What follows belongs to an exercise in optimizing a design on an open flow for small area and a short achievable clock period; a production flow would make more cautious choices.
The RTL was checked by simulation tests, not by an equivalence proof against the original design.
Power and IR drop assume default switching activity.

## config.mk

```make
export PLATFORM = sky130hd
export DESIGN_NAME = KF6845
export DESIGN_NICKNAME = KF6845
export VERILOG_FILES = /design/flow/design.v
export SDC_FILE = /design/flow/constraint.sdc
export NUM_CORES = 4
export LEC_CHECK = 0
export ABC_AREA = 1
export CAP_MARGIN = 20
export CORE_MARGIN = 2
export CORE_UTILIZATION = 60
export SETUP_SLACK_MARGIN = 2.0
export SLEW_MARGIN = 20
```

## constraint.sdc

```tcl
create_clock -name core_clock -period 4.0 [get_ports {clock}]
set_input_delay 0.8000 -clock core_clock [delete_from_list [all_inputs] [get_ports {clock}]]
set_output_delay 0.8000 -clock core_clock [all_outputs]
set_load 0.01 [all_outputs]
```

## design.v

```verilog
module KF6845_Bus_Control_Logic (
    input   logic           clock,
    input   logic           reset,
    input   logic           CS_N,
    input   logic           RS,
    input   logic           ENABLE,
    input   logic           R_OR_W,
    input   logic   [7:0]   D_IN,
    output  logic   [7:0]   internal_data_bus,
    output  logic   [15:0]  write_register,
    output  logic           read_next,
    output  logic   [4:0]   address
);
    logic   [7:0]   latch_data;
    always_ff @(posedge clock) begin
        latch_data  <= D_IN;
    end
    assign  internal_data_bus   = latch_data;
    logic           wr_addr_arm;
    logic           wr_reg_arm;
    wire    sel_wr  = ENABLE & ~CS_N & ~R_OR_W;
    assign  read_next   = ENABLE & ~CS_N &  R_OR_W & RS;
    always_ff @(posedge clock, posedge reset) begin
        if (reset) begin
            wr_addr_arm     <= 1'b0;
            wr_reg_arm      <= 1'b0;
        end
        else begin
            wr_addr_arm     <= sel_wr & ~RS;
            wr_reg_arm      <= sel_wr &  RS;
        end
    end
    always_ff @(posedge clock, posedge reset) begin
        if (reset)
            address             <= 5'h00;
        else if (wr_addr_arm & ~ENABLE)
            address             <= latch_data[4:0];
    end
    wire    write_reg   = wr_reg_arm & ~ENABLE;
    genvar i;
    generate
        for (i = 0; i < 16; i = i + 1) begin : g_we
            assign  write_register[i]   = write_reg & (address == i);
        end
    endgenerate
endmodule
module KF6845_Horizontal_Control (
    input   logic           clock,
    input   logic           video_clock_enable,
    input   logic           reset,
    input   logic   [7:0]   internal_data_bus,
    input   logic           write_horizontal_total_register,
    input   logic           write_horizontal_displayed_register,
    input   logic           write_horizontal_sync_position_register,
    input   logic           write_horizontal_sync_width_register,
    output  logic           Horizontal,
    output  logic           Horizontal_Half,
    output  logic           Horizontal_End,
    output  logic           H_Display,
    output  logic           HSYNC
);
    logic   [7:0]   horizontal_total;
    logic   [7:0]   horizontal_displayed;
    logic   [7:0]   horizontal_sync_position;
    logic   [3:0]   horizontal_sync_width;
    always_ff @(posedge clock, posedge reset) begin
        if (reset) begin
            horizontal_total            <= 8'h00;
            horizontal_displayed        <= 8'h00;
            horizontal_sync_position    <= 8'h00;
            horizontal_sync_width       <= 4'h0;
        end
        else begin
            if (write_horizontal_total_register)
                horizontal_total            <= internal_data_bus;
            if (write_horizontal_displayed_register)
                horizontal_displayed        <= internal_data_bus;
            if (write_horizontal_sync_position_register)
                horizontal_sync_position    <= internal_data_bus;
            if (write_horizontal_sync_width_register)
                horizontal_sync_width       <= internal_data_bus[3:0];
        end
    end
    logic   [7:0]   counter_plus_one;
    wire    [7:0]   next_horizontal_counter = Horizontal ? 8'h00 : counter_plus_one;
    always_ff @(posedge clock, posedge reset) begin
        if (reset)
            counter_plus_one    <= 8'h00;
        else if (video_clock_enable)
            counter_plus_one    <= Horizontal ? 8'h01 : counter_plus_one + 8'h01;
    end
    wire    wire_Horizontal         = (next_horizontal_counter == horizontal_total);
    wire    wire_Horizontal_Half    = (next_horizontal_counter == {1'b0, horizontal_total[7:1]});
    wire    wire_Horizontal_End     = (next_horizontal_counter == horizontal_displayed);
    wire    wire_Sync_Start         = (next_horizontal_counter == horizontal_sync_position);
    logic   [3:0]   horizontal_sync_width_counter;
    logic           reset_horizontal_sync_width;
    wire    [3:0]   next_horizontal_sync_width_counter =
                        reset_horizontal_sync_width ? 4'h0 :
                        HSYNC ? horizontal_sync_width_counter + 4'h1 : horizontal_sync_width_counter;
    wire    wire_reset_horizontal_sync_width = (next_horizontal_sync_width_counter == horizontal_sync_width);
    always_ff @(posedge clock, posedge reset) begin
        if (reset) begin
            horizontal_sync_width_counter   <= 4'h0;
            reset_horizontal_sync_width     <= 1'b0;
            Horizontal                      <= 1'b0;
            Horizontal_Half                 <= 1'b0;
            Horizontal_End                  <= 1'b0;
            H_Display                       <= 1'b0;
            HSYNC                           <= 1'b0;
        end
        else if (video_clock_enable) begin
            horizontal_sync_width_counter   <= next_horizontal_sync_width_counter;
            reset_horizontal_sync_width     <= wire_reset_horizontal_sync_width;
            Horizontal                      <= wire_Horizontal;
            Horizontal_Half                 <= wire_Horizontal_Half;
            Horizontal_End                  <= wire_Horizontal_End;
            H_Display                       <= ~wire_Horizontal_End & (wire_Horizontal | H_Display);
            HSYNC                           <= ~wire_reset_horizontal_sync_width & (wire_Sync_Start | HSYNC);
        end
    end
endmodule
module KF6845_Vertical_Control (
    input   logic           clock,
    input   logic           video_clock_enable,
    input   logic           reset,
    input   logic   [7:0]   internal_data_bus,
    input   logic           write_vertical_total_register,
    input   logic           write_vertical_total_adjust_register,
    input   logic           write_vertical_displayed_register,
    input   logic           write_vertical_sync_position_register,
    input   logic           write_interlace_mode_register,
    input   logic           write_maximum_scan_line_register,
    input   logic           Horizontal,
    input   logic           Horizontal_Half,
    output  logic           V_total_at,
    output  logic           Scanline_End_at,
    output  logic           V_Display,
    output  logic   [4:0]   RA,
    output  logic           VSYNC
);
    function automatic logic inc_eq7(input logic [6:0] a, input logic [6:0] b);
        logic [6:0] diff;
        logic [6:0] ones_below;
        integer i;
        begin
            diff = a ^ b;
            for (i = 0; i < 7; i = i + 1)
                ones_below[i] = ~|(~a & ((7'd1 << i) - 7'd1));
            inc_eq7 = (diff == ones_below);
        end
    endfunction
    function automatic logic inc_eq5(input logic [4:0] a, input logic [4:0] b);
        logic [4:0] diff;
        logic [4:0] ones_below;
        integer i;
        begin
            diff = a ^ b;
            for (i = 0; i < 5; i = i + 1)
                ones_below[i] = ~|(~a & ((5'd1 << i) - 5'd1));
            inc_eq5 = (diff == ones_below);
        end
    endfunction
    function automatic logic inc_eq4(input logic [3:0] a, input logic [3:0] b);
        logic [3:0] diff;
        logic [3:0] ones_below;
        integer i;
        begin
            diff = a ^ b;
            for (i = 0; i < 4; i = i + 1)
                ones_below[i] = ~|(~a & ((4'd1 << i) - 4'd1));
            inc_eq4 = (diff == ones_below);
        end
    endfunction
    function automatic logic inc2_eq5(input logic [4:0] a, input logic [4:0] b);
        inc2_eq5 = (a[0] == b[0]) & inc_eq4(a[4:1], b[4:1]);
    endfunction
    logic   [6:0]   vertical_total_m1;             
    wire    [6:0]   bus7_m1 = internal_data_bus[6:0] - 7'h01;
    logic   [4:0]   vertical_total_adjust;
    logic   [6:0]   vertical_displayed;
    logic   [6:0]   vertical_sync_position_m1;     
    logic   [1:0]   interlace_mode;
    logic   [4:0]   maximum_scan_line;
    always_ff @(posedge clock, posedge reset) begin
        if (reset) begin
            vertical_total_m1           <= 7'h7F;
            vertical_total_adjust       <= 5'h00;
            vertical_displayed          <= 7'h00;
            vertical_sync_position_m1   <= 7'h3E;
            interlace_mode              <= 2'b00;
            maximum_scan_line           <= 5'h00;
        end
        else begin
            if (write_vertical_total_register)
                vertical_total_m1       <= bus7_m1;
            if (write_vertical_total_adjust_register)
                vertical_total_adjust   <= internal_data_bus[4:0];
            if (write_vertical_displayed_register)
                vertical_displayed      <= internal_data_bus[6:0];
            if (write_vertical_sync_position_register)
                vertical_sync_position_m1   <= internal_data_bus[6:0] - 7'h01;
            if (write_interlace_mode_register)
                interlace_mode          <= internal_data_bus[1:0];
            if (write_maximum_scan_line_register)
                maximum_scan_line       <= internal_data_bus[4:0];
        end
    end
    logic   [4:0]   scan_line_counter;
    logic   [6:0]   character_row_counter;
    logic           interlace_video;     
    logic           odd_or_even;
    logic           Vadjust;
    logic   [3:0]   Vsync_counter;
    logic           Vsync_odd;
    logic           Vsync_even;
    logic           scan_line_match;
    logic           adjust_match;
    logic           adjust_match_m1;
    logic           row_match;
    logic           adjust_zero;     
    always_ff @(posedge clock, posedge reset) begin
        if (reset)
            adjust_zero     <= 1'b1;
        else if (write_vertical_total_adjust_register)
            adjust_zero     <= ~|internal_data_bus[4:0];
    end
    wire    v_total_match   = odd_or_even ? (adjust_zero ? row_match : (Vadjust & adjust_match_m1))
                                          : (Vadjust & adjust_match);
    wire    [4:0]   bus5    = internal_data_bus[4:0];
    wire    [6:0]   bus7    = internal_data_bus[6:0];
    wire    sl_eq_bus       = (scan_line_counter == bus5);
    wire    sl1_eq_bus      = inc_eq5(scan_line_counter, bus5);
    wire    sl2_eq_bus      = inc2_eq5(scan_line_counter, bus5);
    wire    sl1_eq_msl      = inc_eq5(scan_line_counter, maximum_scan_line);
    wire    sl2_eq_adj      = inc2_eq5(scan_line_counter, vertical_total_adjust);
    wire    bus5_zero       = (bus5 == 5'd0);
    wire    bus5_one        = (bus5 == 5'd1);
    wire    msl_zero        = ~|maximum_scan_line;
    wire    adj_one         = (vertical_total_adjust == 5'd1);
    wire    row_eq_bus      = (character_row_counter == bus7);
    wire    row1_eq_bus     = (character_row_counter == bus7_m1);
    wire    row1_eq_vt      = (character_row_counter == vertical_total_m1);
    wire    bus7_zero       = (bus7 == 7'd0);
    wire    vt_zero         = &vertical_total_m1;
    wire    we_msl          = write_maximum_scan_line_register;
    wire    we_adj          = write_vertical_total_adjust_register;
    wire    we_vt           = write_vertical_total_register;
    always_ff @(posedge clock, posedge reset) begin
        if (reset) begin
            scan_line_match     <= 1'b1;
            adjust_match        <= 1'b1;
            adjust_match_m1     <= 1'b0;
            row_match           <= 1'b1;
        end
        else if (video_clock_enable & Horizontal & (v_total_match | scan_line_match)) begin
            scan_line_match     <= we_msl ? bus5_zero : msl_zero;
            adjust_match        <= we_adj ? bus5_zero : adjust_zero;
            adjust_match_m1     <= we_adj ? bus5_one  : adj_one;
            if (v_total_match)
                row_match       <= we_vt ? bus7_zero : vt_zero;
            else
                row_match       <= we_vt ? row1_eq_bus : row1_eq_vt;
        end
        else if (video_clock_enable & Horizontal) begin
            scan_line_match     <= we_msl ? sl1_eq_bus : sl1_eq_msl;
            adjust_match        <= we_adj ? sl1_eq_bus : adjust_match_m1;
            adjust_match_m1     <= we_adj ? sl2_eq_bus : sl2_eq_adj;
            row_match           <= we_vt  ? row_eq_bus : row_match;
        end
        else begin
            scan_line_match     <= we_msl ? sl_eq_bus  : scan_line_match;
            adjust_match        <= we_adj ? sl_eq_bus  : adjust_match;
            adjust_match_m1     <= we_adj ? sl1_eq_bus : adjust_match_m1;
            row_match           <= we_vt  ? row_eq_bus : row_match;
        end
    end
    assign  Scanline_End_at = Horizontal & scan_line_match;
    assign  V_total_at      = Horizontal & v_total_match;
    wire    vdisp_zero  = ~|vertical_displayed;
    wire    vdisp_inc   = inc_eq7(character_row_counter, vertical_displayed);
    wire    vdisp_hold  = (character_row_counter == vertical_displayed);
    wire    vsp_zero    = &vertical_sync_position_m1;
    wire    vsp_inc     = (character_row_counter == vertical_sync_position_m1);
    wire    v_display_hold  = ~vdisp_hold & V_Display;
    wire    v_display_event = V_total_at      ? ~vdisp_zero :
                              Scanline_End_at ? (~vdisp_inc & V_Display) : v_display_hold;
    wire    vsync_start     = Scanline_End_at & (V_total_at ? vsp_zero : vsp_inc);
    always_ff @(posedge clock, posedge reset) begin
        if (reset) begin
            scan_line_counter       <= 5'h00;
            character_row_counter   <= 7'h00;
            interlace_video         <= 1'b0;
            odd_or_even             <= 1'b1;
            Vadjust                 <= 1'b0;
            V_Display               <= 1'b0;
            RA                      <= 5'h00;
            Vsync_counter           <= 4'h0;
            Vsync_odd               <= 1'b0;
            Vsync_even              <= 1'b0;
        end
        else begin
            V_Display               <= video_clock_enable ? v_display_event : v_display_hold;
            if (video_clock_enable) begin
                if (V_total_at)
                    character_row_counter   <= 7'h00;
                else if (Scanline_End_at)
                    character_row_counter   <= character_row_counter + 7'h01;
                if (V_total_at) begin
                    interlace_video     <= &interlace_mode;
                    odd_or_even         <= ~interlace_mode[0] | ~odd_or_even;
                end
                if (V_total_at)
                    Vadjust             <= 1'b0;
                else if (Scanline_End_at & row_match)
                    Vadjust             <= 1'b1;
                if (Horizontal) begin
                    if (v_total_match | scan_line_match) begin
                        scan_line_counter   <= 5'h00;
                        RA                  <= {4'h0, interlace_video & odd_or_even};
                    end
                    else begin
                        scan_line_counter   <= scan_line_counter + 5'h01;
                        RA                  <= RA + {3'h0, interlace_video, ~interlace_video};
                    end
                    if (vsync_start) begin
                        Vsync_odd           <= 1'b1;
                        Vsync_counter       <= 4'h0;
                    end
                    else begin
                        if (&Vsync_counter)
                            Vsync_odd       <= 1'b0;
                        Vsync_counter       <= Vsync_counter + 4'h1;
                    end
                end
                if (Horizontal_Half)
                    Vsync_even          <= Vsync_odd;
            end
        end
    end
    assign  VSYNC   = odd_or_even ? Vsync_odd : Vsync_even;
endmodule
module KF6845_Linear_Address_Generator (
    input   logic           clock,
    input   logic           video_clock_enable,
    input   logic           reset,
    input   logic   [7:0]   internal_data_bus,
    input   logic           write_start_address_h_register,
    input   logic           write_start_address_l_register,
    input   logic           Horizontal,
    input   logic           Horizontal_End,
    input   logic           V_total_at,
    input   logic           Scanline_End_at,
    output  logic   [13:0]  MA
);
    logic   [13:0]  start_address;
    always_ff @(posedge clock, posedge reset) begin
        if (reset)
            start_address   <= 14'h0;
        else begin
            if (write_start_address_h_register)
                start_address[13:8] <= internal_data_bus[5:0];
            if (write_start_address_l_register)
                start_address[7:0]  <= internal_data_bus;
        end
    end
    wire    [13:0]  increment_ma = MA + 14'h1;
    logic   [13:0]  retrace_ma;
    logic   [13:0]  next_line_ma;
    wire    [13:0]  line_ma = V_total_at ? start_address :
                              Scanline_End_at ? next_line_ma : retrace_ma;
    always_ff @(posedge clock, posedge reset) begin
        if (reset) begin
            retrace_ma      <= 14'h0;
            next_line_ma    <= 14'h0;
            MA              <= 14'h0;
        end
        else if (video_clock_enable) begin
            if (Horizontal)
                retrace_ma  <= line_ma;
            if (Horizontal_End)
                next_line_ma    <= increment_ma;
            MA              <= Horizontal ? line_ma : increment_ma;
        end
    end
endmodule
module KF6845_Cursor (
    input   logic           clock,
    input   logic           video_clock_enable,
    input   logic           reset,
    input   logic   [7:0]   internal_data_bus_in,
    input   logic           write_cursor_start_register,
    input   logic           write_cursor_end_register,
    input   logic           write_cursor_h_register,
    input   logic           write_cursor_l_register,
    output  logic   [13:0]  cursor_address,
    input   logic           V_total_at,
    input   logic   [4:0]   RA,
    input   logic   [13:0]  MA,
    output  logic           CURSOR
);
    logic   [1:0]   blink_config;
    logic   [4:0]   cursor_start;
    logic   [4:0]   cursor_end;
    always_ff @(posedge clock, posedge reset) begin
        if (reset) begin
            blink_config            <= 2'h1;
            cursor_start            <= 5'h0;
            cursor_end              <= 5'h0;
            cursor_address          <= 14'h0;
        end
        else begin
            if (write_cursor_start_register) begin
                blink_config        <= internal_data_bus_in[6:5];
                cursor_start        <= internal_data_bus_in[4:0];
            end
            if (write_cursor_end_register)
                cursor_end          <= internal_data_bus_in[4:0];
            if (write_cursor_h_register)
                cursor_address[13:8] <= internal_data_bus_in[5:0];
            if (write_cursor_l_register)
                cursor_address[7:0] <= internal_data_bus_in;
        end
    end
    logic   [4:0]   field_rate_counter;
    logic           cursor_on;
    wire    V_total = video_clock_enable & V_total_at;
    always_ff @(posedge clock, posedge reset) begin
        if (reset) begin
            field_rate_counter      <= 5'h0;
            cursor_on               <= 1'b0;
        end
        else begin
            if (V_total)
                field_rate_counter  <= field_rate_counter + 5'h1;
            if (~blink_config[1])
                cursor_on           <= ~blink_config[0];
            else if (V_total & ~|field_rate_counter[3:0] & (~blink_config[0] | ~field_rate_counter[4]))
                cursor_on           <= ~cursor_on;
        end
    end
    wire    cursor_character = (cursor_address == MA);
    wire    cursor_scanline  = (cursor_start <= RA) && (RA <= cursor_end);
    assign  CURSOR  = cursor_character & cursor_scanline & cursor_on;
endmodule
module KF6845_Light_Pen (
    input   logic           clock,
    input   logic           video_clock_enable,
    input   logic           reset,
    output  logic   [13:0]  light_pen,
    output  logic   [13:0]  next_light_pen,
    input   logic   [13:0]  MA,
    input   logic           LPSTB
);
    logic   prev_lpstb;
    always_ff @(posedge clock, posedge reset) begin
        if (reset)
            prev_lpstb      <= 1'b1;
        else if (video_clock_enable)
            prev_lpstb      <= LPSTB;
    end
    assign  next_light_pen  = (video_clock_enable & ~prev_lpstb & LPSTB) ? MA : light_pen;
    always_ff @(posedge clock, posedge reset) begin
        if (reset)
            light_pen       <= 14'h0;
        else
            light_pen       <= next_light_pen;
    end
endmodule
module KF6845 (
    input   logic           clock,
    input   logic           video_clock_enable,
    input   logic           reset,
    input   logic           CS_N,
    input   logic           RS,
    input   logic           ENABLE,
    input   logic           R_OR_W,
    input   logic   [7:0]   D_IN,
    output  logic   [7:0]   D_OUT,
    input   logic           LPSTB,
    output  logic           CURSOR,
    output  logic           HSYNC,
    output  logic           VSYNC,
    output  logic   [4:0]   RA,
    output  logic   [13:0]  MA,
    output  logic           DE
);
    logic   [7:0]   internal_data_bus;
    logic   [15:0]  write_register;
    logic           read_next;
    logic   [4:0]   address;
    logic   [13:0]  next_light_pen;
    logic           Horizontal;
    logic           Horizontal_Half;
    logic           Horizontal_End;
    logic           H_Display;
    logic           V_Display;
    logic           V_total_at;
    logic           Scanline_End_at;
    logic           CURSOR_Buffer;
    logic           HSYNC_Buffer;
    logic           VSYNC_Buffer;
    logic   [4:0]   RA_Buffer;
    logic   [13:0]  MA_Buffer;
    logic   [13:0]  cursor_address;
    logic   [13:0]  light_pen;
    KF6845_Bus_Control_Logic u_Bus_Control_Logic (
        .clock                                      (clock),
        .reset                                      (reset),
        .CS_N                                       (CS_N),
        .RS                                         (RS),
        .ENABLE                                     (ENABLE),
        .R_OR_W                                     (R_OR_W),
        .D_IN                                       (D_IN),
        .internal_data_bus                          (internal_data_bus),
        .write_register                             (write_register),
        .read_next                                  (read_next),
        .address                                    (address)
    );
    KF6845_Horizontal_Control u_Horizontal_Control (
        .clock                                      (clock),
        .video_clock_enable                         (video_clock_enable),
        .reset                                      (reset),
        .internal_data_bus                          (internal_data_bus),
        .write_horizontal_total_register            (write_register[0]),
        .write_horizontal_displayed_register        (write_register[1]),
        .write_horizontal_sync_position_register    (write_register[2]),
        .write_horizontal_sync_width_register       (write_register[3]),
        .Horizontal                                 (Horizontal),
        .Horizontal_Half                            (Horizontal_Half),
        .Horizontal_End                             (Horizontal_End),
        .H_Display                                  (H_Display),
        .HSYNC                                      (HSYNC_Buffer)
    );
    KF6845_Vertical_Control u_Vertical_Control (
        .clock                                      (clock),
        .video_clock_enable                         (video_clock_enable),
        .reset                                      (reset),
        .internal_data_bus                          (internal_data_bus),
        .write_vertical_total_register              (write_register[4]),
        .write_vertical_total_adjust_register       (write_register[5]),
        .write_vertical_displayed_register          (write_register[6]),
        .write_vertical_sync_position_register      (write_register[7]),
        .write_interlace_mode_register              (write_register[8]),
        .write_maximum_scan_line_register           (write_register[9]),
        .Horizontal                                 (Horizontal),
        .Horizontal_Half                            (Horizontal_Half),
        .V_total_at                                 (V_total_at),
        .V_Display                                  (V_Display),
        .Scanline_End_at                            (Scanline_End_at),
        .RA                                         (RA_Buffer),
        .VSYNC                                      (VSYNC_Buffer)
    );
    KF6845_Linear_Address_Generator u_Linear_Address_Generator (
        .clock                                      (clock),
        .video_clock_enable                         (video_clock_enable),
        .reset                                      (reset),
        .internal_data_bus                          (internal_data_bus),
        .write_start_address_h_register             (write_register[12]),
        .write_start_address_l_register             (write_register[13]),
        .Horizontal                                 (Horizontal),
        .Horizontal_End                             (Horizontal_End),
        .V_total_at                                 (V_total_at),
        .Scanline_End_at                            (Scanline_End_at),
        .MA                                         (MA_Buffer)
    );
    KF6845_Cursor u_Cursor (
        .clock                                      (clock),
        .video_clock_enable                         (video_clock_enable),
        .reset                                      (reset),
        .internal_data_bus_in                       (internal_data_bus),
        .write_cursor_start_register                (write_register[10]),
        .write_cursor_end_register                  (write_register[11]),
        .write_cursor_h_register                    (write_register[14]),
        .write_cursor_l_register                    (write_register[15]),
        .cursor_address                             (cursor_address),
        .V_total_at                                 (V_total_at),
        .RA                                         (RA_Buffer),
        .MA                                         (MA_Buffer),
        .CURSOR                                     (CURSOR_Buffer)
    );
    KF6845_Light_Pen u_Light_Pen (
        .clock                                      (clock),
        .video_clock_enable                         (video_clock_enable),
        .reset                                      (reset),
        .light_pen                                  (light_pen),
        .next_light_pen                             (next_light_pen),
        .MA                                         (MA),
        .LPSTB                                      (LPSTB)
    );
    logic   [7:0]   read_data;
    always_comb begin
        case (address)
            5'h0E:   read_data  = {2'b00, cursor_address[13:8]};
            5'h0F:   read_data  = cursor_address[7:0];
            5'h10:   read_data  = {2'b00, next_light_pen[13:8]};
            5'h11:   read_data  = next_light_pen[7:0];
            default: read_data  = 8'hFF;
        endcase
    end
    logic   [7:0]   D_OUT_n;
    always_ff @(posedge clock, posedge reset) begin
        if (reset)
            D_OUT_n <= 8'h00;
        else
            D_OUT_n <= read_next ? ~read_data : 8'h00;
    end
    assign  D_OUT   = ~D_OUT_n;
    always_ff @(posedge clock, posedge reset) begin
        if (reset) begin
            CURSOR  <= 1'b0;
            HSYNC   <= 1'b0;
            VSYNC   <= 1'b0;
            RA      <= 5'h0;
            MA      <= 14'h0;
            DE      <= 1'b0;
        end
        else begin
            CURSOR  <= CURSOR_Buffer;
            HSYNC   <= HSYNC_Buffer;
            VSYNC   <= VSYNC_Buffer;
            RA      <= RA_Buffer;
            MA      <= MA_Buffer;
            DE      <= H_Display & V_Display;
        end
    end
endmodule
```

## flow/run.sh

```bash
#!/bin/bash
set -euo pipefail
export BUFFER_PORTS_ARGS="-buffer_cell sky130_fd_sc_hd__buf_2"
export CTS_ARGS="-sink_clustering_enable -repair_clock_nets -sink_clustering_size 16 -sink_clustering_max_diameter 60 -buf_list sky130_fd_sc_hd__clkbuf_8 -dont_use_dummy_load"
bash standard.sh finish > flow_make.log 2>&1
```

## standard.sh

```bash
#!/bin/bash
# synth_recipe.tcl (not shown) runs the flow's synth.tcl, then flattens the netlist and writes it again
# the make line also repeats each setting of config.mk as NAME=value (left out here)
make -C /OpenROAD-flow-scripts/flow DESIGN_CONFIG=/design/flow/config.mk WORK_HOME=/design/flow/orfs CLKGATE_MAP_FILE= SYNTH_SCRIPT=/design/flow/synth_recipe.tcl "${@:-finish}"
```

==> results.rst, run 1 <==
.. list-table::
   :header-rows: 1

   * - Metric
     - Value
   * - Run status
     - no timing/DRC/antenna violations
   * - First-pass GRT wire length
     - 50700 um
   * - First drt pass iteration count
     - 5
   * - FF-to-FF End
     - u_Linear_Address_Generator.MA[11]
   * - Average wire per standard cell
     - between 15 and 20 um
   * - Die Height
     - ~150 um
   * - Area of the die
     - between 20000 and 25000 um2
   * - Fin crit period
     - just under 2000 ps
   * - Critical path launch point type
     - flip-flop
   * - Max-slew violation count
     - 0
   * - Synthesis warning total
     - 7
   * - Effective utilization at floorplan
     - about three fifths
   * - Number of cells after detailed placement
     - 1726
   * - Quantity of hold-fixing buffers added after cts
     - 0
   * - Critical Path Slowest Stage Cell
     - sky130_fd_sc_hd__dfrtp_2
   * - Leading cell types in the layout, fill and taps excluded
     - sky130_fd_sc_hd__nand2_1 (358), sky130_fd_sc_hd__dfrtp_1 (227), sky130_fd_sc_hd__o21ai_0 (179)
   * - Net Count, Synth
     - 1492
   * - Cts bufs inserted
     - 23
   * - Die Span X
     - around 150 um
   * - Final cycle utilization of the critical path
     - about 50%
   * - Worst-skew pair later-pin latency
     - about 570 ps
   * - Type of the setup path with the least slack
     - flip-flop to flip-flop
   * - Slew @ Worst Pin
     - around 750 ps
   * - N_diodes
     - 0
   * - Mean instance size in the synthesized netlist
     - around 8.7 um2
   * - Synthesis-stage register bit count
     - 260
   * - Standard cell core area
     - slightly above 20000 um2
   * - Fin. Hold Viols
     - 0
   * - Antenna violations before repair
     - 1
   * - Portion of the post-synthesis area used by sequential elements
     - between 50 and 60%
   * - Final setup violating endpoints
     - 0
   * - CTS H-tree lvls
     - 1
   * - Count of cell types in the netlist
     - between 50 and 60
   * - Worst reg2reg path depth
     - 9
   * - # DRC
     - 0
   * - HPWL after detailed placement
     - between 20000 and 25000 um
   * - Max stage delay on crit path
     - about 460 ps
   * - Port bufs
     - between 40 and 50
   * - Critical Path, Cell by Cell
     - buf_4, nand3_1, nor3_2, nand3_1, nor2_2, nand2_1, xor2_1, nand2_1, o211ai_1
   * - Crit Path Max Fanout
     - 6
   * - Max frequency
     - just over 500 MHz
   * - VDD IR max
     - between 300 and 400 uV
   * - Number of top-level design ports
     - between 40 and 50
   * - Root buffer cell
     - sky130_fd_sc_hd__clkbuf_8
   * - Power density of the placed cells
     - 516 nW/um2
   * - Number of instances on the worst hold path
     - 1
   * - Largest net degree at the start of global routing
     - roughly 130
   * - Clock Sink Count
     - 260
   * - Crit end category
     - flip-flop
   * - Vias in the first global route
     - about 9500
   * - Worst rel slew slack
     - around half
   * - Leakage
     - roughly 6.5 nW
   * - Clock tree from TritonCTS
     - done
   * - Row count
     - between 50 and 60
   * - Synthesis-to-finish area growth
     - 8.91%
   * - Most common library cell in the layout ignoring fill and taps
     - sky130_fd_sc_hd__nand2_1
   * - Worst-case hold path end point
     - u_Bus_Control_Logic.latch_data[3]
   * - R2r setup slk
     - 2040 ps
   * - Number of nets in the final layout
     - ~1500
   * - Count of filler cells inserted in the layout
     - around 1700
   * - Cell area after synthesis
     - ~13000 um2
   * - Maximum capacitance violations
     - 0
   * - Footprint of the multi-input gates
     - between 5000 and 6000 um2
   * - Vias per std cell
     - between 5 and 6
   * - Sequential standard cell area
     - roughly 6500 um2
   * - Total negative slack for setup checks
     - 0 ps
   * - Clock transition at the register clock pins on the worst setup and hold paths after CTS
     - 100 ps
   * - Data arrival time of the worst path
     - 2390 ps
   * - 1st-iter DRT viols
     - a little under 700
   * - RR Startpoint
     - u_Linear_Address_Generator.MA[0]
   * - GR Util All Layers
     - just under 30%
   * - Hold Startpoint
     - D_IN[3]
   * - RSZ-0062 raised after global routing
     - true
   * - Final global-route overflow total
     - 0
   * - Hold/Removal Path Class
     - input pin to flip-flop
   * - Ratio of cells with drive above 1 in the final layout
     - between 10% and 20%
   * - Remaining antenna violation count after routing
     - 0
   * - Required time at the worst-slack endpoint
     - between 4000 and 5000 ps
   * - Final cell count without fillers
     - between 1500 and 2000
   * - Worst clock skew
     - around 41 ps
   * - Vias post-DR
     - between 10000 and 15000
   * - GPL Wtd Cong
     - about 0.87
   * - Total length of routed wires
     - about 32000 um
   * - Max Buffers Root-to-Sink
     - 3
   * - Cell count after synthesis
     - between 1000 and 1500
-- registers in the layout (all words and copies together), names as in the netlist, 14 cells and up --
register	cells
u_Cursor.cursor_address	14
u_Light_Pen.light_pen	14
u_Linear_Address_Generator.retrace_ma	14
u_Linear_Address_Generator.next_line_ma	14
u_Linear_Address_Generator.MA	14
MA	14
u_Linear_Address_Generator.start_address	14
-- what timing repair did --
item | 4_1_cts | 5_1_grt
gates cloned | 1 | 1
resized for setup | 26 | 32
pin swaps | 1 | 5
buffers inserted | 10 | 8
endpoints found under the setup margin | 75 | 58
-- how the worst max path moves through the flow --
| stage | startpoint | endpoint | cells past startpoint |
|---|---|---|---|
| 2_1_floorplan | reset | CURSOR | 1 |
| 3_5_place_dp | video_clock_enable | u_Vertical_Control.character_row_counter[5] | 10 |
| 4_1_cts | u_Bus_Control_Logic.latch_data[5] | u_Vertical_Control.row_match | 9 |
| 5_1_grt | u_Bus_Control_Logic.address[0] | u_Vertical_Control.scan_line_match | 12 |
| 6_report | u_Linear_Address_Generator.MA[0] | u_Linear_Address_Generator.MA[11] | 9 |
| 3_3_place_gp | video_clock_enable | u_Vertical_Control.character_row_counter[5] | 10 |
-- synth_stat cells, drive strengths merged --
| library cell | n | area [um2] |
|---|---|---|
| a211oi | 3 | 22.5 |
| a21o | 4 | 30.0 |
| a21oi | 27 | 135 |
| a221o | 1 | 10.0 |
| a221oi | 4 | 35.0 |
| a22o | 6 | 52.6 |
| a22oi | 1 | 7.51 |
| a31oi | 3 | 18.8 |
| and2 | 2 | 12.5 |
| buf | 14 | 73.8 |
| clkbuf | 36 | 136 |
| clkinv | 1 | 3.75 |
| dfrtp | 233 | 5830 |
| dfstp | 19 | 499 |
| dfxtp | 8 | 160 |
| fa | 1 | 20.0 |
| ha | 25 | 313 |
| inv | 154 | 578 |
| mux2 | 8 | 90.1 |
| nand2 | 366 | 1380 |
| nand3 | 76 | 390 |
| nand3b | 1 | 7.51 |
| nand4 | 18 | 113 |
| nor2 | 72 | 300 |
| nor3 | 26 | 140 |
| nor3b | 1 | 7.51 |
| nor4 | 9 | 56.3 |
| o2111ai | 4 | 35.0 |
| o211ai | 28 | 210 |
| o21a | 3 | 22.5 |
| o21ai | 186 | 931 |
| o21bai | 5 | 37.5 |
| o221ai | 2 | 17.5 |
| o22ai | 8 | 50.1 |
| o2bb2ai | 1 | 8.76 |
| o31ai | 1 | 7.51 |
| o32ai | 1 | 8.76 |
| or2 | 6 | 37.5 |
| xnor2 | 37 | 324 |
| xor2 | 49 | 429 |
-- layer usage --
layer / GRT usage (%) / vias up / share of wire [%]
met5: 0 / - / 0.041
met4: 8.14 / 2 / 2.6
met3: 3.87 / 62 / 6.1
met2: 46.6 / 323 / 46
met1: 42.4 / 4850 / 45
li1: - / 4851 / -
-- per-stage QoR --
stage | setup WS [ps] | cell area [um2] | utilization (%) | total power [mW] | hold WS [ps]
finish | 2040 | 13700 | 67.1 | 7.06 | 327
global route | 1920 | 13700 | 67.1 | 7.52 | 307
CTS | 1970 | 13500 | 66.3 | 7.02 | 300
detailed placement | 1140 | 13000 | 63.9 | 5.65 | 441
global placement | 1230 | 13000 | 63.9 | 5.61 | 441
floorplan | -100 | 12600 | - | 5.07 | 380
-- power breakdown --
group          internal (mW)  switching (mW)  total (mW)
Combinational          0.820            1.19        2.01
Clock                  0.515           0.857        1.37
Sequential              3.19           0.488        3.67
Total                   4.52            2.53        7.06
-- worst max-delay path, delay by kind of cell, from the launching register on --
family / cells / cell delay (ps)
AND/OR/NAND/NOR: 6 / 990
buffers and inverters: 1 / 140
XOR/XNOR: 1 / 160
AO/OA/AOI/OAI: 1 / 80
flip-flops: 1 / 460
-- cells by family (layout without fill, tap and decap cells) --
logic type	after synthesis	count (layout)	synth area share (%)
fa+ha+maj	26	26	2.65
mux	8	8	0.718
flops	260	260	51.7
compound gates	288	288	13.1
buf+inv	205	254	6.31
simple gates	577	577	19.5
xor+xnor	86	86	6.00
-- cell type report --
class	count	area share, %
flip-flops and latches	260	47.6
multi-input cells	985	39.4
inverters	155	4.57
repair buffers	74	3.52
well taps	270	2.47
clock buffers	23	2.32
repair inverters	2	0.0916
==> inputs of run 2 (changes only) <==
--- a/config.mk
+++ b/config.mk
@@ -9,5 +9,6 @@
 export CAP_MARGIN = 20
 export CORE_MARGIN = 2
 export CORE_UTILIZATION = 60
-export SETUP_SLACK_MARGIN = 2.0
+export PLACE_DENSITY = 0.75
+export SETUP_SLACK_MARGIN = 2.1
 export SLEW_MARGIN = 20
==> run 2 against run 1 <==
Against the previous run:
- core utilization rose by 2.8 points
- critical path depth down 2
- worst setup slack better by 6.1 ps
- largest cell class unchanged
- largest power group unchanged
==> results.rst, run 2 <==
.. list-table::
   :header-rows: 1

   * - Metric
     - Value
   * - Most common library cell in the layout ignoring fill and taps
     - sky130_fd_sc_hd__nand2_1
   * - 1st-iter DRT viols
     - 901 (+31%)
   * - Data arrival time of the worst path
     - 2370 ps (-20 ps)
   * - VDD IR max
     - 374 uV (-1.4%)
   * - Mean instance size in the synthesized netlist
     - 8.65 um2 (unchanged)
   * - Final cell count without fillers
     - 1803 (+1.9%)
   * - First drt pass iteration count
     - 6 (+1)
   * - Max frequency
     - 512 MHz (+0.31%)
   * - Complex-gate fraction of the synthesized area
     - 13.1% (unchanged)
   * - Run status
     - no timing/DRC/antenna violations
   * - Crit path buf inv count
     - 2 (+1)
   * - Count of cell types in the netlist
     - 53 (unchanged)
   * - Port bufs
     - 46 (unchanged)
   * - Worst-skew pair later-pin latency
     - 560 ps (about the same)
   * - Antenna violations before repair
     - 0 (-1)
   * - Synth area leader
     - sky130_fd_sc_hd__dfrtp_1
   * - Final global-route overflow total
     - 0 (unchanged)
   * - First-pass GRT wire length
     - 51300 um (+1.2%)
   * - Slew @ Worst Pin
     - 957 ps (+206 ps)
   * - Leading cell types in the layout, fill and taps excluded
     - sky130_fd_sc_hd__nand2_1 (358), sky130_fd_sc_hd__dfrtp_1 (223), sky130_fd_sc_hd__o21ai_0 (165)
   * - Number of top-level design ports
     - 47 (unchanged)
   * - Effective utilization at floorplan
     - 61.6% (unchanged)
   * - Power density of the placed cells
     - 502 nW/um2 (-2.7%)
   * - Adder-Cell Fraction of Synth Area
     - 2.65% (unchanged)
   * - Area of the die
     - 22100 um2 (unchanged)
   * - Cell area after synthesis
     - 12500 um2 (unchanged)
   * - Crit Path Max Fanout
     - 8 (+2)
   * - Cell with the most instances after synthesis
     - sky130_fd_sc_hd__nand2_1
   * - Critical Path Slowest Stage Cell
     - sky130_fd_sc_hd__dfrtp_1
   * - Largest net degree at the start of global routing
     - 88 (-33%)
   * - Portion of the post-synthesis area used by sequential elements
     - 51.7% (unchanged)
   * - Quantity of hold-fixing buffers added after cts
     - 0 (unchanged)
   * - Remaining antenna violation count after routing
     - 0 (unchanged)
   * - Crit end category
     - flip-flop
   * - Synthesized-area fraction occupied by and/or/nand/nor cells
     - 19.5% (unchanged)
   * - Most used flip-flop cell after synthesis
     - sky130_fd_sc_hd__dfrtp_1
   * - Synthesis-stage register bit count
     - 260 (unchanged)
   * - Cell with the most instances on the worst path
     - sky130_fd_sc_hd__inv_1
   * - Clock tree from TritonCTS
     - done
   * - Final core utilization
     - 69.9% (+2.8 points)
   * - Share of cell area taken by muxes after synthesis
     - 0.718% (unchanged)
   * - Leakage
     - 6.77 nW (+3.9%)
   * - # DRC
     - 0 (unchanged)
   * - Max-slew violation count
     - 0 (unchanged)
   * - Synthesis warning total
     - 7 (unchanged)
   * - Net Count, Synth
     - 1492 (unchanged)
   * - Worst rel slew slack
     - 36.1% (-14 points)
   * - Synthesis-to-finish area growth
     - 13.5%
   * - Number of cells after detailed placement
     - 1729 (+0.17%)
   * - Final cycle utilization of the critical path
     - 48.8% (-0.15 points)
   * - Fin crit period
     - 1950 ps (-6.14 ps)
   * - HPWL after detailed placement
     - 21700 um (+2.9%)
   * - Worst reg2reg path depth
     - 7 (-2)
   * - Clock Sink Count
     - 260 (unchanged)
   * - Crit path depth
     - 7 (-2)
   * - Largest cells by area after synthesis
     - sky130_fd_sc_hd__dfrtp_1 (46%), sky130_fd_sc_hd__nand2_1 (11%), sky130_fd_sc_hd__o21ai_0 (7.3%), sky130_fd_sc_hd__inv_1 (4.5%), sky130_fd_sc_hd__dfstp_2 (4.0%)
   * - Clock transition at the register clock pins on the worst setup and hold paths after CTS
     - 90 ps (about the same)
   * - Row count
     - 52 (unchanged)
   * - Average wire per standard cell
     - 18.2 um (+1.7%)
   * - Vias per std cell
     - 5.75 (+0.89%)
   * - Die Height
     - 149 um (unchanged)
   * - Standard cell core area
     - 20400 um2 (unchanged)
   * - Combinational family with the most area after synthesis
     - simple AND/OR/NAND/NOR gates
   * - CTS H-tree lvls
     - 1 (unchanged)
   * - Number of flops mapped to enable cells by yosys
     - 0 (unchanged)
   * - Share of the synthesized area in the top cell type
     - 46.5% (unchanged)
   * - Max Buffers Root-to-Sink
     - 3 (unchanged)
   * - GR Util All Layers
     - 29.3% (+0.095 points)
   * - Ratio of cells with drive above 1 in the final layout
     - 16.0% (+3.3 points)
   * - Total length of routed wires
     - 32800 um (+3.6%)
   * - Post-synthesis async set-or-reset flop share
     - 96.9% (unchanged)
   * - Vias post-DR
     - 10373 (+2.8%)
   * - Worst path top cell family by delay
     - simple AND/OR/NAND/NOR gates
   * - GPL Wtd Cong
     - 0.913 (+5.4%)
   * - Power, Total
     - 7.15 mW (+1.4%)
   * - Final setup violating endpoints
     - 0 (unchanged)
   * - Hold/Removal Path Class
     - input pin to flip-flop
   * - Max stage delay on crit path
     - 460 ps (about the same)
   * - Root buffer cell
     - sky130_fd_sc_hd__clkbuf_8
   * - Cell count after synthesis
     - 1450 (unchanged)
   * - RSZ-0062 raised after global routing
     - true
   * - Worst clock skew
     - 28.6 ps (-12.6 ps)
   * - Required time at the worst-slack endpoint
     - 4410 ps (-20 ps)
   * - Xor/xnor cell area share of the yosys netlist
     - 6.00% (unchanged)
   * - Number of nets in the final layout
     - 1576 (+2.1%)
   * - Die Span X
     - 149 um (unchanged)
   * - Critical Path, Cell by Cell
     - nor2_1, inv_1, nor3_4, inv_1, nor2_4, a22o_1, nor4_1
   * - Vias in the first global route
     - 9936 (+5.1%)
   * - Number of instances on the worst hold path
     - 1 (unchanged)
   * - Fin. Hold Viols
     - 0 (unchanged)
   * - Cell types with the highest counts after synthesis
     - sky130_fd_sc_hd__nand2_1 (364), sky130_fd_sc_hd__dfrtp_1 (233), sky130_fd_sc_hd__o21ai_0 (183), sky130_fd_sc_hd__inv_1 (149), sky130_fd_sc_hd__nand3_1 (74)
   * - Critical path launch point type
     - flip-flop
   * - Type of the setup path with the least slack
     - flip-flop to flip-flop
   * - Maximum capacitance violations
     - 0 (unchanged)
   * - Cts bufs inserted
     - 22 (-4.3%)
==> run 2: cell counts after synthesis <==
Identical to the previous run, type by type.
==> run 2: layer usage <==
metal  track usage [%]  part of all wire [%]  vias to the layer above
met5                 0                     0                        -
met4              11.0                   3.9                        0
met3              4.66                   7.7                      108
met2              46.7                    46                      422
met1              40.9                    42                     4932
li1                  -                     -                     4911
==> run 2: final timing paths <==
kind,slack [ps],from,endpoint
max in group asynchronous,2570,reset,u_Vertical_Control.adjust_match
worst max register to register,2050,u_Bus_Control_Logic.address[3],D_OUT_n[1]
worst min-delay path,340,D_IN[6],u_Bus_Control_Logic.latch_data[6]
worst max-delay path,2050,u_Bus_Control_Logic.address[3],D_OUT_n[1]
worst min register to register,450,u_Vertical_Control.RA[2],RA[2]
min in group asynchronous,450,reset,u_Cursor.cursor_address[0]
==> run 2: what timing repair did <==
| action | CTS | global route |
|---|---|---|
| pin swaps | 2 | 14 |
| setup buffers | 10 | 37 |
| resized for setup | 46 | 79 |
| gates cloned | 0 | 4 |
| endpoints found under the setup margin | 99 | 119 |
==> run 2: cell families after synthesis <==
family	after synthesis
flops	260
fa+ha+maj	26
xor+xnor	86
compound gates	288
simple gates	577
buf+inv	205
mux	8
==> run 2: metrics by stage <==
step	worst slack, ps	instance area (um2)	hold WS [ps]	TNS, ps
after floorplan	-100	12600	380	-23340
after global placement	1320	13100	421	0
after detailed placement	1140	13100	426	0
after CTS	2030	13600	322	0
after global routing	1940	14200	322	0
final	2050	14200	340	0
==> run 2: layout make-up <==
type | count | area, um2
timing repair inverter | 3 | 32.5
multi-input combinational | 986 | 5550
timing repair buffer | 106 | 858
fill | 1552 | 6130
clock buffer | 22 | 303
inverter | 155 | 654
tap | 270 | 338
antenna | 1 | 2.50
sequential | 260 | 6500
==> run 2: where the power goes <==
group	internal [mW]	switching [mW]	total (mW)
sequential	3.19	0.504	3.70
combinational	0.871	1.26	2.13
clock	0.494	0.838	1.33
==> inputs of run 3 (changes only) <==
--- a/config.mk
+++ b/config.mk
@@ -10,5 +10,5 @@
 export CORE_MARGIN = 2
 export CORE_UTILIZATION = 60
 export PLACE_DENSITY = 0.75
-export SETUP_SLACK_MARGIN = 2.1
+export SETUP_SLACK_MARGIN = 2.05
 export SLEW_MARGIN = 20
==> run 3 against run 2 <==
Against the previous run:
- wire length fell by 5.2%
- register-to-register slack improved by 50 ps
- die area did not move
- non-clock buffer count fell by 18
- design area fell by 2.7%
- global-route usage fell by 1.0 points
- via count fell by 2.2%
==> results.rst, run 3 <==
.. list-table::
   :header-rows: 1

   * - Metric
     - Value
   * - Run status
     - no timing/DRC/antenna violations
   * - Area of placed instances
     - 13000 um2 (-0.55%)
   * - Type of the setup path with the least slack
     - flip-flop to primary output
   * - Final core utilization
     - 68.0% (-1.9 points)
   * - Finished Cell Area
     - 13900 um2 (-2.7%)
   * - Power density of the placed cells
     - 513 nW/um2 (+2.0%)
   * - Cell area after synthesis
     - 12500 um2 (unchanged)
   * - Remaining antenna violation count after routing
     - 0 (unchanged)
   * - Average wire per standard cell
     - 17.5 um (-4.1%)
   * - CTS H-tree lvls
     - 1 (unchanged)
   * - Standard cell core area
     - 20400 um2 (unchanged)
   * - Most common library cell in the layout ignoring fill and taps
     - sky130_fd_sc_hd__nand2_1
   * - Number of flops mapped to enable cells by yosys
     - 0 (unchanged)
   * - Worst-skew pair later-pin latency
     - 560 ps (about the same)
   * - Vias per std cell
     - 5.70 (-1.0%)
   * - Total length of routed wires
     - 31100 um (-5.2%)
   * - Required time at the worst-slack endpoint
     - 3200 ps (-1210 ps)
   * - Maximum capacitance violations
     - 0 (unchanged)
   * - Synthesis warning total
     - 7 (unchanged)
   * - Mean instance size in the synthesized netlist
     - 8.65 um2 (unchanged)
   * - Cell count after synthesis
     - 1450 (unchanged)
   * - Clock transition at the register clock pins on the worst setup and hold paths after CTS
     - 100 ps (about the same)
   * - Synth area leader
     - sky130_fd_sc_hd__dfrtp_1
   * - Worst rel slew slack
     - 41.7% (+5.6 points)
   * - Antenna violations before repair
     - 1 (+1)
   * - Effective utilization at floorplan
     - 61.6% (unchanged)
   * - Max stage delay on crit path
     - 410 ps (-50 ps)
   * - Share of the synthesized area in the top cell type
     - 46.5% (unchanged)
   * - Die Span X
     - 149 um (unchanged)
   * - Relative contribution of combinational cells to total power
     - 30.0% (+0.3 points)
   * - Post-synthesis async set-or-reset flop share
     - 96.9% (unchanged)
   * - Critical path launch point type
     - flip-flop
   * - VDD IR max
     - 439 uV (+17%)
   * - Worst clock skew
     - 51.6 ps (+23.0 ps)
   * - Crit path buf inv count
     - 1 (-1)
   * - Sequential share of power
     - 51.9% (+0.2 points)
   * - Vias post-DR
     - 10149 (-2.2%)
   * - Cts bufs inserted
     - 21 (-4.5%)
   * - Cell with the most instances after synthesis
     - sky130_fd_sc_hd__nand2_1
   * - Max-slew violation count
     - 0 (unchanged)
   * - Critical Path Slowest Stage Cell
     - sky130_fd_sc_hd__dfrtp_1
   * - Sequential standard cell area
     - 6510 um2 (about the same)
   * - Slew @ Worst Pin
     - 875 ps (-81.8 ps)
   * - Cell types with the highest counts after synthesis
     - sky130_fd_sc_hd__nand2_1 (364), sky130_fd_sc_hd__dfrtp_1 (233), sky130_fd_sc_hd__o21ai_0 (183), sky130_fd_sc_hd__inv_1 (149), sky130_fd_sc_hd__nand3_1 (74)
   * - GR Util All Layers
     - 28.3% (-1.0 points)
   * - Ratio of cells with drive above 1 in the final layout
     - 14.1% (-1.9 points)
   * - Switching power summed over all nets
     - 2.55 mW (-1.9%)
   * - First-pass GRT wire length
     - 49600 um (-3.4%)
   * - Data arrival time of the worst path
     - 1100 ps (-1270 ps)
   * - Leakage
     - 6.59 nW (-2.7%)
   * - Net Count, Synth
     - 1492 (unchanged)
   * - Final cycle utilization of the critical path
     - 47.6% (-1.2 points)
   * - First drt pass iteration count
     - 8 (+2)
   * - Number of top-level design ports
     - 47 (unchanged)
   * - Total negative slack for setup checks
     - 0 ps (unchanged)
   * - Count of filler cells inserted in the layout
     - 1637 (+5.5%)
   * - Area of the die
     - 22100 um2 (unchanged)
   * - Internal portion of total power
     - 4.55 mW (about the same)
   * - # DRC
     - 0 (unchanged)
   * - Crit Path Max Fanout
     - 2 (-6)
   * - Clock Sink Count
     - 260 (unchanged)
   * - Fin crit period
     - 1900 ps (-49.9 ps)
   * - Root buffer cell
     - sky130_fd_sc_hd__clkbuf_8
   * - Synthesis-to-finish area growth
     - 10.4%
   * - Final setup violating endpoints
     - 0 (unchanged)
   * - Power, Total
     - 7.10 mW (-0.71%)
   * - Leading cell types in the layout, fill and taps excluded
     - sky130_fd_sc_hd__nand2_1 (353), sky130_fd_sc_hd__dfrtp_1 (224), sky130_fd_sc_hd__o21ai_0 (178)
   * - GPL Wtd Cong
     - 0.917 (+0.46%)
   * - Crit end category
     - primary output
   * - Count of cell types in the netlist
     - 53 (unchanged)
   * - HPWL after detailed placement
     - 20800 um (-4.5%)
   * - Max frequency
     - 525 MHz (+2.6%)
   * - Row count
     - 52 (unchanged)
   * - Max Buffers Root-to-Sink
     - 3 (unchanged)
   * - Sw Share
     - 35.9% (-0.42 points)
   * - Critical Path, Cell by Cell
     - buf_2
   * - Number of nets in the final layout
     - 1556 (-1.3%)
   * - N_diodes
     - 0 (-1)
   * - RSZ-0062 raised after global routing
     - true
   * - Clock share of power
     - 18.1% (-0.5 points)
   * - Largest cells by area after synthesis
     - sky130_fd_sc_hd__dfrtp_1 (46%), sky130_fd_sc_hd__nand2_1 (11%), sky130_fd_sc_hd__o21ai_0 (7.3%), sky130_fd_sc_hd__inv_1 (4.5%), sky130_fd_sc_hd__dfstp_2 (4.0%)
   * - Final global-route overflow total
     - 0 (unchanged)
   * - 1st-iter DRT viols
     - 896 (-0.55%)
   * - Die Height
     - 149 um (unchanged)
   * - Portion of the post-synthesis area used by sequential elements
     - 51.7% (unchanged)
   * - Worst path top cell family by delay
     - flip-flops
   * - Footprint of the multi-input gates
     - 5460 um2 (-1.5%)
   * - Synthesis-stage register bit count
     - 260 (unchanged)
   * - Hold/Removal Path Class
     - input pin to flip-flop
   * - Largest net degree at the start of global routing
     - 156 (+77%)
   * - Vias in the first global route
     - 9420 (-5.2%)
   * - Fin. Hold Viols
     - 0 (unchanged)
   * - Port bufs
     - 46 (unchanged)
   * - Clock tree from TritonCTS
     - done
   * - Most used flip-flop cell after synthesis
     - sky130_fd_sc_hd__dfrtp_1
==> run 3: cell counts after synthesis <==
Identical to the previous run, type by type.
==> run 3: path summary, 6_finish.rpt <==
kind                                                startpoint  cells past startpoint  slack, ps                                          end
max in group asynchronous                                reset                      3       2790  u_Vertical_Control.character_row_counter[1]
worst max register to register  u_Bus_Control_Logic.address[3]                      8       2100                                   D_OUT_n[3]
worst max-delay path                                     MA[2]                      1       2100                                        MA[2]
worst min register to register        u_Vertical_Control.RA[2]                      0        430                                        RA[2]
worst min-delay path                                   D_IN[3]                      1        350            u_Bus_Control_Logic.latch_data[3]
min in group asynchronous                                reset                      3        430                   asynchronous set/reset pin
==> run 3: per-layer routing <==
metal	vias up	track usage, %	share of wire, %
met4	2	7.05	2.4
met5	-	0	0.055
met1	4865	40.2	44
met3	61	4.42	6.7
li1	4873	-	-
met2	348	46.2	47
==> run 3: logic make-up (layout without fill, tap and decap cells) <==
kind of cell / Yosys count / after routing / share of synthesized area (%)
xor gates and xnor gates: 86 / 86 / 6.00
adders and majority gates: 26 / 26 / 2.65
muxes: 8 / 8 / 0.718
and+or+nand+nor: 577 / 577 / 19.5
AOI/OAI and AO/OA: 288 / 288 / 13.1
buffers and inverters: 205 / 267 / 6.31
DFF: 260 / 260 / 51.7
==> run 3: stage by stage <==
stage,std cells,hold slack [ps],setup WS [ps]
finish,1782,350,2100
global route,1782,342,1990
CTS,1758,332,1950
detailed placement,1726,411,1300
global placement,1726,403,1410
floorplan,1450,380,-100
==> run 3: cell type report <==
class	instances	share of cell area (%)
Sequential cell	260	47.0
Multi-Input combinational cell	985	39.4
Inverter	155	4.63
Timing Repair Buffer	88	4.35
Tap cell	270	2.44
Clock buffer	21	2.09
Timing Repair inverter	3	0.126
==> run 3: power by group through the flow <==
stage                     clock [mW]  sequential [mW]  combinational (mW)
after global routing            1.40             3.76                2.41
after global placement             0             3.70                1.88
final                           1.28             3.69                2.13
after CTS                       1.31             3.67                1.97
after detailed placement           0             3.71                1.94
after floorplan                    0             3.60                1.47
==> run 3: timing repair <==
item / 4_1_cts / 5_1_grt
pin swaps: 1 / 10
setup endpoints to repair: 65 / 85
setup buffers: 9 / 23
hold buffers: 0 / 0
resized for setup: 23 / 55
endpoints found under the hold margin: 0 / 0
gates cloned: 2 / 1
==> inputs of run 4 (changes only) <==
--- a/config.mk
+++ b/config.mk
@@ -8,7 +8,7 @@
 export ABC_AREA = 1
 export CAP_MARGIN = 20
 export CORE_MARGIN = 2
-export CORE_UTILIZATION = 60
+export CORE_UTILIZATION = 65
 export PLACE_DENSITY = 0.75
 export SETUP_SLACK_MARGIN = 2.05
 export SLEW_MARGIN = 20
==> run 4 against run 3 <==
Against the previous run:
- still clean on timing, DRC and antenna
- hold slack lost 1.5 ps
- maximum frequency is 1.6% lower
- total power is 0.40% lower
- first-iteration DRC count down 4.0%
- clock skew shrank 22 ps
- core utilization increased by 5.4 points
- register-to-register slack barely moved
- area after synthesis is the same
- clock power about the same
- sequential cell count is the same
- wire length grew 2.5%
- global-route usage up 3.4 points
- critical path type is now input pin to flip-flop
- critical endpoint is now u_Vertical_Control.vertical_sync_position_m1[6]
- largest cell class unchanged
- highest routed layer unchanged
==> results.rst, run 4 <==
.. list-table::
   :header-rows: 1

   * - Metric
     - Value
   * - Run status
     - no timing/DRC/antenna violations
   * - Total length of routed wires
     - 31900 um (+2.5%)
   * - Complex-gate fraction of the synthesized area
     - 13.1% (unchanged)
   * - VDD IR max
     - 452 uV (+2.9%)
   * - Start point of the critical path
     - ENABLE
   * - Root buffer cell
     - sky130_fd_sc_hd__clkbuf_8
   * - Remaining antenna violation count after routing
     - 0 (unchanged)
   * - RR Startpoint
     - u_Vertical_Control.character_row_counter[0]
   * - Portion of the post-synthesis area used by sequential elements
     - 51.7% (unchanged)
   * - Average wire per standard cell
     - 18.0 um (+3.3%)
   * - GR Util All Layers
     - 31.7% (+3.4 points)
   * - Adder-Cell Fraction of Synth Area
     - 2.65% (unchanged)
   * - Clock Sink Count
     - 260 (unchanged)
   * - Antenna violations before repair
     - 1 (unchanged)
   * - Synthesized-area fraction occupied by and/or/nand/nor cells
     - 19.5% (unchanged)
   * - Vias in the first global route
     - 9715 (+3.1%)
   * - Vias post-DR
     - 10247 (+0.97%)
   * - Leakage
     - 6.58 nW (about the same)
   * - Slew @ Worst Pin
     - 706 ps (-169 ps)
   * - Fin crit period
     - 1930 ps (+30.5 ps)
   * - Cell types with the highest counts after synthesis
     - sky130_fd_sc_hd__nand2_1 (364), sky130_fd_sc_hd__dfrtp_1 (233), sky130_fd_sc_hd__o21ai_0 (183), sky130_fd_sc_hd__inv_1 (149), sky130_fd_sc_hd__nand3_1 (74)
   * - Synthesis warning total
     - 7 (unchanged)
   * - First-pass GRT wire length
     - 50800 um (+2.3%)
   * - Cell with the most instances after synthesis
     - sky130_fd_sc_hd__nand2_1
   * - Port bufs
     - 46 (unchanged)
   * - Number of top-level design ports
     - 47 (unchanged)
   * - Critical path launch point type
     - input pin
   * - Max-slew violation count
     - 0 (unchanged)
   * - Worst clock skew
     - 29.4 ps (-22.2 ps)
   * - Synth area leader
     - sky130_fd_sc_hd__dfrtp_1
   * - RSZ-0062 raised after global routing
     - true
   * - Hold/Removal Path Class
     - input pin to flip-flop
   * - Row count
     - 50 (-3.8%)
   * - HPWL after detailed placement
     - 21500 um (+3.4%)
   * - Final core utilization
     - 73.5% (+5.4 points)
   * - Critical Path Slowest Stage Cell
     - sky130_fd_sc_hd__mux2_2
   * - Share of cell area taken by muxes after synthesis
     - 0.718% (unchanged)
   * - Final global-route overflow total
     - 0 (unchanged)
   * - # DRC
     - 0 (unchanged)
   * - Worst-skew pair later-pin latency
     - 550 ps (about the same)
   * - R2r setup slk
     - 2090 ps (about the same)
   * - Final cycle utilization of the critical path
     - 48.4% (+0.76 points)
   * - Post-synthesis async set-or-reset flop share
     - 96.9% (unchanged)
   * - Cts bufs inserted
     - 21 (unchanged)
   * - Power density of the placed cells
     - 511 nW/um2 (-0.26%)
   * - Required time at the worst-slack endpoint
     - 4430 ps (+1230 ps)
   * - Die Height
     - 143 um (-3.8%)
   * - Number of nets in the final layout
     - 1551 (-0.32%)
   * - Max stage delay on crit path
     - 410 ps (about the same)
   * - Final cell count without fillers
     - 1768 (-0.79%)
   * - Mean instance size in the synthesized netlist
     - 8.65 um2 (unchanged)
   * - Area of the die
     - 20400 um2 (-7.5%)
   * - Standard cell core area
     - 18800 um2 (-7.5%)
   * - CTS H-tree lvls
     - 1 (unchanged)
   * - Largest cells by area after synthesis
     - sky130_fd_sc_hd__dfrtp_1 (46%), sky130_fd_sc_hd__nand2_1 (11%), sky130_fd_sc_hd__o21ai_0 (7.3%), sky130_fd_sc_hd__inv_1 (4.5%), sky130_fd_sc_hd__dfstp_2 (4.0%)
   * - Crit Path Max Fanout
     - 13 (+11)
   * - Xor/xnor cell area share of the yosys netlist
     - 6.00% (unchanged)
   * - Vias per std cell
     - 5.80 (+1.8%)
   * - GPL Wtd Cong
     - 0.917 (about the same)
   * - Ratio of cells with drive above 1 in the final layout
     - 13.6% (-0.48 points)
   * - Fin. Hold Viols
     - 0 (unchanged)
   * - Number of cells after detailed placement
     - 1717 (-0.52%)
   * - Share of the synthesized area in the top cell type
     - 46.5% (unchanged)
   * - Maximum capacitance violations
     - 0 (unchanged)
   * - Count of cell types in the netlist
     - 53 (unchanged)
   * - Worst rel slew slack
     - 52.9% (+11 points)
   * - Most common library cell in the layout ignoring fill and taps
     - sky130_fd_sc_hd__nand2_1
   * - Combinational family with the most area after synthesis
     - simple AND/OR/NAND/NOR gates
   * - Die Span X
     - 143 um (-3.8%)
   * - Largest net degree at the start of global routing
     - 130 (-17%)
   * - Number of instances on the worst hold path
     - 1 (unchanged)
   * - Cell count after synthesis
     - 1450 (unchanged)
   * - Final setup violating endpoints
     - 0 (unchanged)
   * - Leading cell types in the layout, fill and taps excluded
     - sky130_fd_sc_hd__nand2_1 (352), sky130_fd_sc_hd__dfrtp_1 (226), sky130_fd_sc_hd__o21ai_0 (177)
   * - Crit end category
     - flip-flop
   * - Cell area after synthesis
     - 12500 um2 (unchanged)
   * - Net Count, Synth
     - 1492 (unchanged)
   * - Worst-case hold path end point
     - u_Bus_Control_Logic.latch_data[4]
   * - Clock transition at the register clock pins on the worst setup and hold paths after CTS
     - 100 ps (about the same)
   * - 1st-iter DRT viols
     - 860 (-4.0%)
   * - Effective utilization at floorplan
     - 66.6% (+5.0 points)
   * - Quantity of hold-fixing buffers added after cts
     - 0 (unchanged)
   * - Max frequency
     - 517 MHz (-1.6%)
   * - Hold Startpoint
     - D_IN[4]
   * - Power, Total
     - 7.08 mW (-0.40%)
   * - Number of flops mapped to enable cells by yosys
     - 0 (unchanged)
   * - Max Buffers Root-to-Sink
     - 3 (unchanged)
   * - Synthesis-stage register bit count
     - 260 (unchanged)
   * - Data arrival time of the worst path
     - 2370 ps (+1270 ps)
   * - Synthesis-to-finish area growth
     - 10.3%
   * - FF-to-FF End
     - u_Vertical_Control.V_Display
   * - Critical Path, Cell by Cell
     - buf_2, inv_16, nand2_8, nor2_4, and2_4, nand3_1, mux2_2
   * - First drt pass iteration count
     - 5 (-3)
   * - Worst reg2reg path depth
     - 10 (+2)
   * - Clock tree from TritonCTS
     - done
   * - Type of the setup path with the least slack
     - input pin to flip-flop
   * - Most used flip-flop cell after synthesis
     - sky130_fd_sc_hd__dfrtp_1
## run 4: cell families (layout without fill, tap and decap cells)
group                    Yosys count  after routing
adder cells (fa/ha/maj)           26             26
XOR/XNOR                          86             86
AND/OR/NAND/NOR                  577            577
flip-flops                       260            260
AO/OA/AOI/OAI                    288            288
multiplexers                       8              8
other                              0              1
buffers and inverters            205            262
## run 4: critical path, delay by kind of cell
family,cells,cell delay (ps)
simple gates,4,920
mux,1,410
buf+inv,2,240
## run 4: routing by layer
metal	global-route usage (%)	wire length, um	vias up
li1	-	-	4869
met1	46.0	13800	4925
met2	49.9	14700	369
met3	4.53	2210	82
met4	10.2	1120	2
met5	0	8	-
## run 4: cell type report
type | instances | area [um2]
antenna | 1 | 2.50
clock buffer | 21 | 289
fill | 1433 | 4990
inverter | 155 | 648
multi-input combinational | 985 | 5460
sequential | 260 | 6500
tap | 260 | 325
timing repair buffer | 82 | 573
timing repair inverter | 4 | 37.5
## run 4: worst max path at each step
stage          depth (start not counted)  slack, ps                                              end
6_report                               7       2070  u_Vertical_Control.vertical_sync_position_m1[6]
5_1_grt                                9       1950                     u_Vertical_Control.row_match
4_1_cts                                6       1990                                       D_OUT_n[2]
3_5_place_dp                           6       1160                                       D_OUT_n[2]
3_3_place_gp                          10       1220      u_Vertical_Control.character_row_counter[5]
2_1_floorplan                          1       -100                                           CURSOR
## run 4: repair_timing
action / CTS / global route
gates cloned: 1 / 3
gates resized for setup: 31 / 50
pin swaps: 1 / 11
setup endpoints to repair: 83 / 86
buffers inserted: 12 / 13
## run 4: stage by stage
step / setup slack, ps / hold slack [ps] / area [um2] / TNS (ps)
after detailed placement: 1160 / 402 / 13000 / 0
final: 2070 / 349 / 13800 / 0
after floorplan: -100 / 380 / 12600 / -23340
after CTS: 1990 / 328 / 13500 / 0
after global routing: 1950 / 339 / 13800 / 0
after global placement: 1220 / 404 / 13000 / 0
## run 4: report_power, final
part / total, mW / switching, mW / internal (mW)
Clock: 1.29 / 0.819 / 0.472
Sequential: 3.68 / 0.493 / 3.19
Combinational: 2.10 / 1.24 / 0.864
==> inputs of run 5 (changes only) <==
--- a/config.mk
+++ b/config.mk
@@ -6,9 +6,9 @@
 export NUM_CORES = 4
 export LEC_CHECK = 0
 export ABC_AREA = 1
-export CAP_MARGIN = 20
+export CAP_MARGIN = 5
 export CORE_MARGIN = 2
-export CORE_UTILIZATION = 65
+export CORE_UTILIZATION = 60
 export PLACE_DENSITY = 0.75
 export SETUP_SLACK_MARGIN = 2.05
-export SLEW_MARGIN = 20
+export SLEW_MARGIN = 5
==> run 5 against run 4 <==
Against the previous run:
- still clean on timing, DRC and antenna
- clock skew up 22 ps
- combinational power about the same
- synthesized cell count unchanged
- first-iteration DRC count up 4.2%
==> results.rst, run 5 <==
.. list-table::
   :header-rows: 1

   * - Metric
     - Value
   * - Area of the die
     - 22100 um2 (+8.1%)
   * - Post-synthesis async set-or-reset flop share
     - 96.9% (unchanged)
   * - # DRC
     - 0 (unchanged)
   * - Fin. Hold Viols
     - 0 (unchanged)
   * - Vias post-DR
     - 10149 (-0.96%)
   * - Worst path top cell family by delay
     - flip-flops
   * - Crit path depth
     - 1 (-6)
   * - Worst reg2reg path depth
     - 8 (-2)
   * - Net Count, Synth
     - 1492 (unchanged)
   * - Cell area after synthesis
     - 12500 um2 (unchanged)
   * - Synthesis-stage register bit count
     - 260 (unchanged)
   * - Required time at the worst-slack endpoint
     - 3200 ps (-1230 ps)
   * - Remaining antenna violation count after routing
     - 0 (unchanged)
   * - Portion of the post-synthesis area used by sequential elements
     - 51.7% (unchanged)
   * - Vias in the first global route
     - 9420 (-3.0%)
   * - Leakage
     - 6.59 nW (about the same)
   * - Final cycle utilization of the critical path
     - 47.6% (-0.76 points)
   * - Slew @ Worst Pin
     - 875 ps (+169 ps)
   * - VDD IR max
     - 439 uV (-2.8%)
   * - HPWL after detailed placement
     - 20800 um (-3.3%)
   * - Clock Sink Count
     - 260 (unchanged)
   * - Row count
     - 52 (+4.0%)
   * - Quantity of hold-fixing buffers added after cts
     - 0 (unchanged)
   * - Vias per std cell
     - 5.70 (-1.7%)
   * - Run status
     - no timing/DRC/antenna violations
   * - Die Span X
     - 149 um (+4.0%)
   * - Worst clock skew
     - 51.6 ps (+22.2 ps)
   * - Finished Cell Area
     - 13900 um2 (+0.14%)
   * - Type of the setup path with the least slack
     - flip-flop to primary output
   * - Cell types with the highest counts after synthesis
     - sky130_fd_sc_hd__nand2_1 (364), sky130_fd_sc_hd__dfrtp_1 (233), sky130_fd_sc_hd__o21ai_0 (183), sky130_fd_sc_hd__inv_1 (149), sky130_fd_sc_hd__nand3_1 (74)
   * - Power density of the placed cells
     - 513 nW/um2 (+0.26%)
   * - Critical path launch point type
     - flip-flop
   * - Cts bufs inserted
     - 21 (unchanged)
   * - Largest cells by area after synthesis
     - sky130_fd_sc_hd__dfrtp_1 (46%), sky130_fd_sc_hd__nand2_1 (11%), sky130_fd_sc_hd__o21ai_0 (7.3%), sky130_fd_sc_hd__inv_1 (4.5%), sky130_fd_sc_hd__dfstp_2 (4.0%)
-- run 5: cell count changes in the layout (fill, tap and decap cells not counted), sizes merged --
cell | previous run | this run
clkbuf | 22 | 21
diode | 1 | 0
buf | 81 | 88
clkinv | 2 | 0
inv | 147 | 146
clkinvlp | 10 | 12
-- run 5: repair_timing --
item                       in CTS  in global routing
gates resized for setup        23                 55
pin swaps                       1                 10
setup endpoints to repair      65                 85
setup buffers                   9                 23
cloned                          2                  1
-- run 5: per-stage QoR --
step	setup TNS (ps)	instances	power [mW]	hold WS, ps
global placement	0	1726	5.58	403
finish	0	1782	7.10	350
floorplan	-23340	1450	5.07	380
global route	0	1782	7.57	342
CTS	0	1758	6.95	332
detailed placement	0	1726	5.65	411
-- run 5: kinds of logic after synthesis --
logic type | Yosys count | synth area share, %
buffers and inverters | 205 | 6.31
multiplexers | 8 | 0.718
flip-flops | 260 | 51.7
AND/OR/NAND/NOR | 577 | 19.5
adder cells (fa/ha/maj) | 26 | 2.65
XOR/XNOR | 86 | 6.00
AO/OA/AOI/OAI | 288 | 13.1
-- run 5: final timing paths --
kind | startpoint | endpoint | slack, ps
setup / recovery | MA[2] | MA[2] | 2100
hold / removal | D_IN[3] | u_Bus_Control_Logic.latch_data[3] | 350
setup reg to reg | u_Bus_Control_Logic.address[3] | D_OUT_n[3] | 2100
hold reg to reg | u_Vertical_Control.RA[2] | RA[2] | 430
max in group asynchronous | reset | u_Vertical_Control.character_row_counter[1] | 2790
min in group asynchronous | reset | asynchronous set/reset pin | 430
-- run 5: power breakdown --
part           total [mW]  switching, mW  internal, mW  leakage, nW
registers            3.69          0.496          3.19         3.29
logic                2.13           1.24         0.888         3.15
clock network        1.28          0.812         0.472        0.151
-- run 5: area by class of cell --
type	count	area (um2)	area share, %
Clock buffer	21	289	2.09
Inverter	155	642	4.63
Multi-Input combinational cell	985	5460	39.4
Sequential cell	260	6510	47.0
Tap cell	270	338	2.44
Timing Repair Buffer	88	603	4.35
Timing Repair inverter	3	17.5	0.126
-- run 5: routing by layer --
| metal | part of all wire, % | wire length [um] | GRT usage [%] | vias up |
|---|---|---|---|---|
| met5 | 0.055 | 17 | 0 | - |
| met4 | 2.4 | 744 | 7.05 | 2 |
| met3 | 6.7 | 2070 | 4.42 | 61 |
| met2 | 47 | 14500 | 46.2 | 348 |
| met1 | 44 | 13800 | 40.2 | 4865 |
| li1 | - | - | - | 4873 |

Setup slack of run 5, layout unchanged: 2.096 ns with ideal ports, 2.056 ns with driving cells assumed (clock clkbuf_16, inputs buf_2), 1.598 ns with port delays also shifted by the 0.570 ns mid clock arrival.
